This design comes from an exercise in tuning for small area on the open sky130 flow, not from production work. The RTL was checked by simulation tests, not by an equivalence proof against the original design. Power figures rest on the tool's default switching activity, not on a simulated workload.

==> inputs of build 27 <==
## Motor
module Motor(
	input clk,
	input rst,
	input KS_Circuit_out1,
	input KS_Circuit_out2,
	input btn3,
	input freq1,
	input freq,
	input indus,
	input indie,
	output PWM_out_L,
	output PWM_out_R,
	output GREEN,
	output RED,
	output BLUE,
	output IN1,
	output IN2,
	output IN3,
	output IN4,
	output servo,
	output LD1,
	output LD2,
	output LD3,
	output LD4,
	output LD5,
	output LD6,
	output LD7,
	output LD8
	);
wire ang_a;
wire [4:0] ang_j;
wire hold;
wire lock_a;
wire [4:0] lock_j;
wire turner;
wire superturner;
wire rotation;
wire indusoff;
wire tune;
CurrentSensor inst(.clk1(clk), .rst(rst), .KS_Circuit_out(KS_Circuit_out1), .KS_Circuit_outer(KS_Circuit_out2), .btn(btn3), .indusensor(indus), .indie(indie), .turner(turner), .superturner(superturner), .indusoff(indusoff), .IN_1(IN1), .IN_2(IN2), .IN_3(IN3), .IN_4(IN4), .rotation(rotation), .tune(tune));
Servo_Motor_PWM inst2(.clk3(clk), .rst(rst), .holder(hold), .tune(tune), .lock_a(lock_a), .lock_j(lock_j), .PWM_servo(servo), .ang_a(ang_a), .ang_j(ang_j));
Frequency_Counter inst3(.clk4(clk), .rst(rst), .freq(freq), .freq1(freq1), .ang_a(ang_a), .ang_j(ang_j), .rotation(rotation), .LED1(LD1), .LED2(LD2), .LED3(LD3), .LED4(LD4), .LED5(LD5), .LED6(LD6), .LED7(LD7), .LED8(LD8), .RED(RED), .BLUE(BLUE), .GREEN(GREEN), .PWMout_L(PWM_out_L), .PWMout_R(PWM_out_R), .holder(hold), .lock_a(lock_a), .lock_j(lock_j), .turner(turner), .superturner(superturner), .indusoff(indusoff));
endmodule
Settings: LEC_CHECK=0, CAP_MARGIN=20, CORE_MARGIN=2, CORE_UTILIZATION=40, SLEW_MARGIN=20; clock period 10.0 ns.
standard.sh (not shown) runs the stock make flow with config.mk's settings and CLKGATE_MAP_FILE= SYNTH_SCRIPT=/design/flow/synth_recipe.tcl, a recipe that flattens the netlist after the stock synthesis.
==> flow/flow/run.sh <==
#!/bin/bash
# The standard layout (standard.sh: standard synthesis, floorplan, place,
# CTS, route, finish) with two arguments changed: the port buffers are buf_1
# cells, and clock tree synthesis uses clkbuf_4 buffers, sink clusters of at
# most 8 flip-flops within 40 um, and no dummy loads. make's full output goes
# to make_finish.log; ORFS keeps each step's own log under orfs/logs/.
set -euo pipefail
bash standard.sh \
  "BUFFER_PORTS_ARGS=-buffer_cell sky130_fd_sc_hd__buf_1" \
  "CTS_ARGS=-sink_clustering_enable -repair_clock_nets -dont_use_dummy_load -buf_list sky130_fd_sc_hd__clkbuf_4 -sink_clustering_size 8 -sink_clustering_max_diameter 40" \
  finish > make_finish.log 2>&1
==> trial 43 (differences from build 27) <==
--- a/flow/design.v
+++ b/flow/design.v
@@ -159,17 +159,17 @@
 	output PWMout_R,
 	output reg holder,
 	output reg lock_a,
 	output reg [4:0] lock_j,
 	output reg turner,
 	output reg superturner,
 	output reg indusoff
 	);
-	reg [2:0] lvl;
+	reg tempLED1, tempLED2, tempLED3, tempLED4;
 	reg tempLED5, tempLED6, tempLED7, tempLED8;
 	reg currentvalue;
 	reg prevalue;
 	reg [15:0] count;
 	reg flag;
 	reg [2:0] count9, count10, count11, count12;
 	reg [2:0] count99, count100, count110, count120;
 	reg currentvalue1;
@@ -185,32 +185,33 @@
 	reg [1:0] wsel;
 	reg tempPWM_L;
 	reg tempPWM_R;
 	reg [15:0] counter;
 	reg flaga;
 	reg [5:0] dly_q;        
 	reg [12:0] dly_r;       
 	reg stopfreq;
+	reg stopfreq1;
 	reg [5:0] timer;
 	reg speedo;
 	reg [2:0] countRED;
 	reg [2:0] countBLUE;
 	reg [2:0] countGREEN;
 	reg tempRED;
 	reg tempBLUE;
 	reg tempGREEN;
 	reg [17:0] countLED;    
 	localparam [17:0] CL_TOP = 18'h00001, CL_0 = 18'h16385;
 	wire [17:0] countLED_dec = {countLED[16:0], countLED[17]^countLED[10]};
 	reg [8:0] spot;
-	assign LED1=lvl!=3'd0;
-	assign LED2=lvl[2] | lvl[1];
-	assign LED3=lvl[2] | (lvl[1] & lvl[0]);
-	assign LED4=lvl[2];
+	assign LED1=tempLED1;
+	assign LED2=tempLED2;
+	assign LED3=tempLED3;
+	assign LED4=tempLED4;
 	assign LED5=tempLED5;
 	assign LED6=tempLED6;
 	assign LED7=tempLED7;
 	assign LED8=tempLED8;
 	assign PWMout_L=tempPWM_L;
 	assign PWMout_R=tempPWM_R;
 	assign RED=tempRED;
 	assign GREEN=tempGREEN;
@@ -266,43 +267,25 @@
 			5'd17: begin t1=T_90000;  t0=T_88889;  end
 			default: begin t1=T_90000; t0=T_100000; end
 		endcase
 	end
 	wire twoway = (cls<=5'd2) || (cls>=5'd16 && cls<=5'd18);
 	wire hit1 = run && (timer==t1);
 	wire hit0 = run && (timer==t0);
 	wire act = tempLED5 | tempLED6 | tempLED7 | tempLED8 | flaga;
-	wire stopfreq1 = flaga;
-	wire valid = cls!=5'd31;
-	wire c9 = cls==5'd9;
-	wire oneway = valid && !twoway && !c9;
-	wire done = flaga && valid && !run;                  
-	wire go = flaga && valid && run && (oneway || hit1 || hit0);   
-	reg [1:0] go_wsel;
-	reg go_turner, go_super;
-	always @* begin
-		go_turner = 1'b1;
-		if (oneway) begin
-			go_wsel = (cls<=5'd8) ? 2'd2 : 2'd1;
-			go_super = cls<=5'd8;
-		end else case (cls)
-			5'd9:  begin go_wsel = hit1 ? 2'd1 : 2'd3; go_turner = hit1; go_super = hit1; end
-			5'd16: begin go_wsel = hit1 ? 2'd2 : 2'd1; go_super = hit1; end
-			5'd17: begin go_wsel = hit1 ? 2'd2 : 2'd1; go_super = ~hit1; end
-			5'd18: begin go_wsel = hit1 ? 2'd2 : 2'd1; go_super = 1'b0; end
-			default: begin go_wsel = hit1 ? 2'd1 : 2'd2; go_super = ~hit1; end   
-		endcase
-	end
 	always @ (posedge clk4)
 	if (rst) begin
 		wsel<=0;
 		tempPWM_L<=0;
 		tempPWM_R<=0;
-		lvl<=0;
+		tempLED1<=0;
+		tempLED2<=0;
+		tempLED3<=0;
+		tempLED4<=0;
 		tempLED5<=0;
 		tempLED6<=0;
 		tempLED7<=0;
 		tempLED8<=0;
 		currentvalue<=0;
 		prevalue<=0;
 		count<=0;
 		flag<=1;
@@ -327,16 +310,17 @@
 		count12k<=0;
 		count99k<=0;
 		count100k<=0;
 		count110k<=0;
 		count120k<=0;
 		begin dly_q<=0; dly_r<=0; end
 		counter<=0;
 		stopfreq<=0;
+		stopfreq1<=0;
 		lock_a<=0;
 		lock_j<=0;
 		speedo<=0;
 		timer<=T_0;
 		countRED<=0;
 		countBLUE<=0;
 		countGREEN<=0;
 		countLED<=CL_0;
@@ -354,53 +338,53 @@
 			currentvalue1 <= ~stopfreq1;
 		else if (!freq)
 			currentvalue1 <= 0;
 		prevalue <= currentvalue;
 		flag <= ~(prevalue & ~currentvalue);
 		if (!flag) begin
 			count <= 0;
 			if (count>16'd5559) begin
-				lvl <= 3'd0;
+				{tempLED1,tempLED2,tempLED3,tempLED4} <= 4'b0000;
 			end else if (count>16'd5552) begin
-				lvl <= 3'd1;
+				{tempLED1,tempLED2,tempLED3,tempLED4} <= 4'b1000;
 				count9<=count9+1'b1;
 			end else if (count>16'd5003) begin
-				lvl <= 3'd0;
+				{tempLED1,tempLED2,tempLED3,tempLED4} <= 4'b0000;
 			end else if (count>16'd4998) begin
-				lvl <= 3'd2;
+				{tempLED1,tempLED2,tempLED3,tempLED4} <= 4'b1100;
 				count10<=count10+1'b1;
 			end else if (count>16'd4548) begin
-				lvl <= 3'd0;
+				{tempLED1,tempLED2,tempLED3,tempLED4} <= 4'b0000;
 			end else if (count>16'd4543) begin
-				lvl <= 3'd3;
+				{tempLED1,tempLED2,tempLED3,tempLED4} <= 4'b1110;
 				count11<=count11+1'b1;
 			end else if (count>16'd4168) begin
-				lvl <= 3'd0;
+				{tempLED1,tempLED2,tempLED3,tempLED4} <= 4'b0000;
 			end else if (count>16'd3845) begin
-				lvl <= 3'd4;
+				{tempLED1,tempLED2,tempLED3,tempLED4} <= 4'b1111;
 				count12<=count12+1'b1;
 			end else begin
-				lvl <= 3'd0;
+				{tempLED1,tempLED2,tempLED3,tempLED4} <= 4'b0000;
 			end
 		end else
 			count <= count+1'b1;
-		if (count9[2]) begin    
+		if (count9==3'd4) begin
 			count99<=count99+1'b1;
 			count9<=0;
 			ref_cnt<=ref_cnt+1'b1;
-		end else if (count10[2]) begin    
+		end else if (count10==3'd4) begin
 			count100<=count100+1'b1;
 			count10<=0;
 			ref_cnt<=ref_cnt+1'b1;
-		end else if (count11[2]) begin    
+		end else if (count11==3'd4) begin
 			count110<=count110+1'b1;
 			count11<=0;
 			ref_cnt<=ref_cnt+1'b1;
-		end else if (count12[2]) begin    
+		end else if (count12==3'd4) begin
 			count120<=count120+1'b1;
 			count12<=0;
 			ref_cnt<=ref_cnt+1'b1;
 		end
 		if (ref_cnt==4'd5) begin
 			refer<=RF_TOP;
 			ref_cnt<=0;
 		end
@@ -452,116 +436,158 @@
 			tempLED8<=0;
 		end
 		prevalue1 <= currentvalue1;
 		flag1 <= ~(prevalue1 & ~currentvalue1);
 		if (!currentvalue1 && !prevalue1)
 			count1 <= 0;
 		if (!flag1) begin
 			if (count1>16'd5559) begin
-				lvl <= 3'd0;
+				{tempLED1,tempLED2,tempLED3,tempLED4} <= 4'b0000;
 				count <= 0;
 			end else if (count1>16'd5552) begin
-				lvl <= 3'd1;
+				{tempLED1,tempLED2,tempLED3,tempLED4} <= 4'b1000;
 				count1<=0;
 				count9k<=count9k+1'b1;
 			end else if (count1>16'd5003) begin
-				lvl <= 3'd0;
+				{tempLED1,tempLED2,tempLED3,tempLED4} <= 4'b0000;
 				count1<=0;
 			end else if (count1>16'd4998) begin
-				lvl <= 3'd2;
+				{tempLED1,tempLED2,tempLED3,tempLED4} <= 4'b1100;
 				count1<=0;
 				count10k<=count10k+1'b1;
 			end else if (count1>16'd4548) begin
-				lvl <= 3'd0;
+				{tempLED1,tempLED2,tempLED3,tempLED4} <= 4'b0000;
 				count1<=0;
 			end else if (count1>16'd4543) begin
-				lvl <= 3'd3;
+				{tempLED1,tempLED2,tempLED3,tempLED4} <= 4'b1110;
 				count1<=0;
 				count11k<=count11k+1'b1;
 			end else if (count1>16'd4168) begin
-				lvl <= 3'd0;
+				{tempLED1,tempLED2,tempLED3,tempLED4} <= 4'b0000;
 				count1<=0;
 			end else if (count1>16'd3845) begin
-				lvl <= 3'd4;
+				{tempLED1,tempLED2,tempLED3,tempLED4} <= 4'b1111;
 				count1<=0;
 				count12k<=count12k+1'b1;
 			end else begin
-				lvl <= 3'd0;
+				{tempLED1,tempLED2,tempLED3,tempLED4} <= 4'b0000;
 				count1<=0;
 			end
 		end else
 			count1 <= count1+1'b1;
-		if (count9k[3] && count9k[1]) begin    
+		if (count9k==4'd10) begin
 			count99k<=count99k+1'b1;
 			count9k<=0;
 			ref_cnt<=ref_cnt+1'b1;
-		end else if (count10k[3] && count10k[1]) begin    
+		end else if (count10k==4'd10) begin
 			count100k<=count100k+1'b1;
 			count10k<=0;
 			ref_cnt<=ref_cnt+1'b1;
-		end else if (count11k[3] && count11k[1]) begin    
+		end else if (count11k==4'd10) begin
 			count110k<=count110k+1'b1;
 			count11k<=0;
 			ref_cnt<=ref_cnt+1'b1;
-		end else if (count12k[3] && count12k[1]) begin    
+		end else if (count12k==4'd10) begin
 			count120k<=count120k+1'b1;
 			count12k<=0;
 			ref_cnt<=ref_cnt+1'b1;
 		end
 		if (rotation) begin
 			tempLED5<=1;
 			speedo<=1;
+			begin dly_q<=0; dly_r<=0; end
 		end
+		flaga<=act;
+		holder<=act;
+		stopfreq<=act;
+		stopfreq1<=act;
 		counter<=counter+1'b1;
 		case (wsel)
 			2'd1: begin tempPWM_L <= counter<16'd50000; tempPWM_R <= counter<16'd63000; end
 			2'd2: begin tempPWM_L <= counter<16'd63000; tempPWM_R <= counter<16'd50000; end
 			2'd3: begin tempPWM_L <= counter<16'd36000; tempPWM_R <= counter<16'd36000; end
 			default: begin tempPWM_L <= 0; tempPWM_R <= 0; end
 		endcase
-		flaga <= flaga ? ~done : act;
-		stopfreq <= flaga ? ~(done | (go & c9 & ~hit1)) : act;
-		holder <= flaga & ~(done & c9);
-		if (flaga && valid)
-			timer <= speedo ? t1 : t0;
-		if (go) begin
-			if (&{dly_r[12], dly_r[9:7], dly_r[2:0]}) begin    
-				dly_q<=dly_q+1'b1;
-				dly_r<=0;
-			end else
-				dly_r<=dly_r+1'b1;
-		end else if (done || rotation) begin
-			dly_q<=0;
-			dly_r<=0;
-		end
-		if (go) begin
-			lock_a<=ang_a;
-			lock_j<=ang_j;
-		end else if (done && !c9) begin
-			lock_a<=1;
-			lock_j<=5'd12;
-		end
-		if (go && c9 && hit1)
-			indusoff<=1;
-		else if (done && c9)
-			indusoff<=0;
-		if (!flaga) begin
+		if (flaga) begin
+			if (cls!=5'd31) begin
+				timer <= speedo ? t1 : t0;
+				if (!run) begin
+					begin dly_q<=0; dly_r<=0; end
+					flaga<=0;
+					stopfreq<=0;
+					stopfreq1<=0;
+					turner<=0;
+					superturner<=0;
+					if (cls==5'd9) begin
+						holder<=0;
+						indusoff<=0;
+					end else begin
+						holder<=1;
+						lock_a<=1;
+						lock_j<=5'd12;
+					end
+				end else if (!twoway && cls!=5'd9) begin
+					begin if (dly_r==13'd4999) begin dly_q<=dly_q+1'b1; dly_r<=0; end else begin dly_q<=dly_q; dly_r<=dly_r+1'b1; end end
+					flaga<=1;
+					holder<=1;
+					stopfreq<=1;
+					stopfreq1<=1;
+					lock_a<=ang_a;
+					lock_j<=ang_j;
+					turner<=1;
+					if (cls<=5'd8) begin
+						wsel<=2'd2;
+						superturner<=1;
+					end else begin
+						wsel<=2'd1;
+						superturner<=0;
+					end
+				end else if (hit1 || hit0) begin
+					begin if (dly_r==13'd4999) begin dly_q<=dly_q+1'b1; dly_r<=0; end else begin dly_q<=dly_q; dly_r<=dly_r+1'b1; end end
+					flaga<=1;
+					holder<=1;
+					stopfreq1<=1;
+					lock_a<=ang_a;
+					lock_j<=ang_j;
+					stopfreq<=1;
+					case (cls)
+						5'd9: if (hit1) begin
+							wsel<=2'd1; turner<=1; superturner<=1; indusoff<=1;
+						end else begin
+							wsel<=2'd3; turner<=0; superturner<=0; stopfreq<=0;
+						end
+						5'd16: if (hit1) begin
+							wsel<=2'd2; turner<=1; superturner<=1;
+						end else begin
+							wsel<=2'd1; turner<=1; superturner<=0;
+						end
+						5'd17: if (hit1) begin
+							wsel<=2'd2; turner<=1; superturner<=0;
+						end else begin
+							wsel<=2'd1; turner<=1; superturner<=1;
+						end
+						5'd18: if (hit1) begin
+							wsel<=2'd2;
+						end else begin
+							wsel<=2'd1; turner<=1; superturner<=0;
+						end
+						default: if (hit1) begin    
+							wsel<=2'd1; turner<=1; superturner<=0;
+						end else begin
+							wsel<=2'd2; turner<=1; superturner<=1;
+						end
+					endcase
+				end
+			end
+		end else begin
+			holder<=0;
 			wsel<=0;
 			turner<=0;
 			superturner<=0;
-		end else if (done) begin
-			turner<=0;
-			superturner<=0;
-		end else if (go) begin
-			wsel<=go_wsel;
-			if (!(cls==5'd18 && hit1)) begin
-				turner<=go_turner;
-				superturner<=go_super;
-			end
 		end
 		if (spot==9'd100)
 			countLED<=CL_TOP;
 		if (countLED!=CL_0) begin
 			countLED<=countLED_dec;
 			if ((countRED>countGREEN)&&(countRED>countBLUE)) begin
 				tempRED<=1;
 				tempGREEN<=0;
@@ -615,17 +641,17 @@
 		ang_j<=5'd3;
 		val<=V_0;
 		flag<=1;
 		cnt_m<=0;
 		cnt_r<=R_0;
 		r_lo<=1;
 		PWM<=0;
 	end else begin
-		if (&{cnt_m[7], cnt_m[5], cnt_m[3:2], cnt_m[0]} && cnt_r==R_406) begin    
+		if (cnt_m==8'd173 && cnt_r==R_406) begin
 			cnt_m<=0;
 			cnt_r<=R_0;
 			r_lo<=1;
 		end else if (cnt_r==R_5777) begin
 			cnt_m<=cnt_m+1'b1;
 			cnt_r<=R_0;
 			r_lo<=1;
 		end else begin
==> flow/flow/run.sh (replaced) <==
#!/bin/bash
# The standard layout (standard.sh: standard synthesis, floorplan, place,
# CTS, route, finish) with two arguments changed: the port buffers are buf_1
# cells, and clock tree synthesis uses clkbuf_8 buffers, sink clusters of at
# most 20 flip-flops within 60 um, and no dummy loads. make's full output goes
# to make_finish.log; ORFS keeps each step's own log under orfs/logs/.
set -euo pipefail
bash standard.sh \
  "BUFFER_PORTS_ARGS=-buffer_cell sky130_fd_sc_hd__buf_1" \
  "CTS_ARGS=-sink_clustering_enable -repair_clock_nets -dont_use_dummy_load -buf_list sky130_fd_sc_hd__clkbuf_8 -sink_clustering_size 20 -sink_clustering_max_diameter 60" \
  "RECOVER_POWER=100" \
  finish > make_finish.log 2>&1
==> comparison table <==
metric                                                                                trial 43                   build 27
Result of the run                                                     finished with violations             finished clean
Violated checks                                                  capacitance limit, slew limit                          -
Worst EP required                                                                     10.49 ns                   10.69 ns
Post-Route Utilization                                                                   0.426                      0.424
Synthesized-area fraction occupied by ao, oa, aoi and oai cells                          0.163                      0.151
DRC marker count from the first detailed-route iteration                                   930                        871
Launch instance of the worst min-delay path                          inst3.stopfreq$_SDFF_PP0_  inst3.prevalue$_SDFF_PP0_
Vias in the first global route                                                           14071                      12993
Clock buffer and inverter area fraction after layout                                    0.0224                     0.0238
H-tree Lvls                                                                                  1                          2
Share of cell area taken by flip-flops and latches                                       0.359                      0.373
Net total in the final layout                                                             2203                       2135
Mean instance size in the synthesized netlist                                         8.33 µm²                   8.28 µm²
Syn Nets                                                                                  2244                       2150
Routed length per instance                                                             15.6 µm                    14.7 µm
Design Area, Final                                                                   18500 µm²                  17700 µm²
Simple-gate share of the synthesized area                                                0.265                      0.267
Worst IR drop on VDD                                                                 0.0848 mV                  0.0822 mV

[port drivers added, routing unchanged]
The flow's constraints put no driver on any port. The routed layouts listed below were extracted and timed again, unchanged, in two steps.
Step 1 (the two cells are an assumption about what drives the block):
set clk [get_ports {clk}]
set_driving_cell -lib_cell sky130_fd_sc_hd__clkbuf_16 $clk
set_driving_cell -lib_cell sky130_fd_sc_hd__buf_2 [delete_from_list [all_inputs] $clk]
Step 2 times the ports against the registers' clock, not the clock port: input delays grow and output delays shrink by t, the midpoint of the rising clock arrivals with the driver on.
a / b / c = no drivers / after step 1 / after step 2; a / b = the first two.
| run | t (ns) | setup slack, ns | cell pins on the clock port's net |
|---|---|---|---|
| build 27 | 0.805 | 4.951 / 4.951 / 4.951 | 1 |
| trial 43 | 0.651 | 3.043 / 3.037 / 2.386 | 1 |
The setup slack of trial 43, which loses most, moves by -0.006 ns with the drivers and by -0.657 ns with both steps.
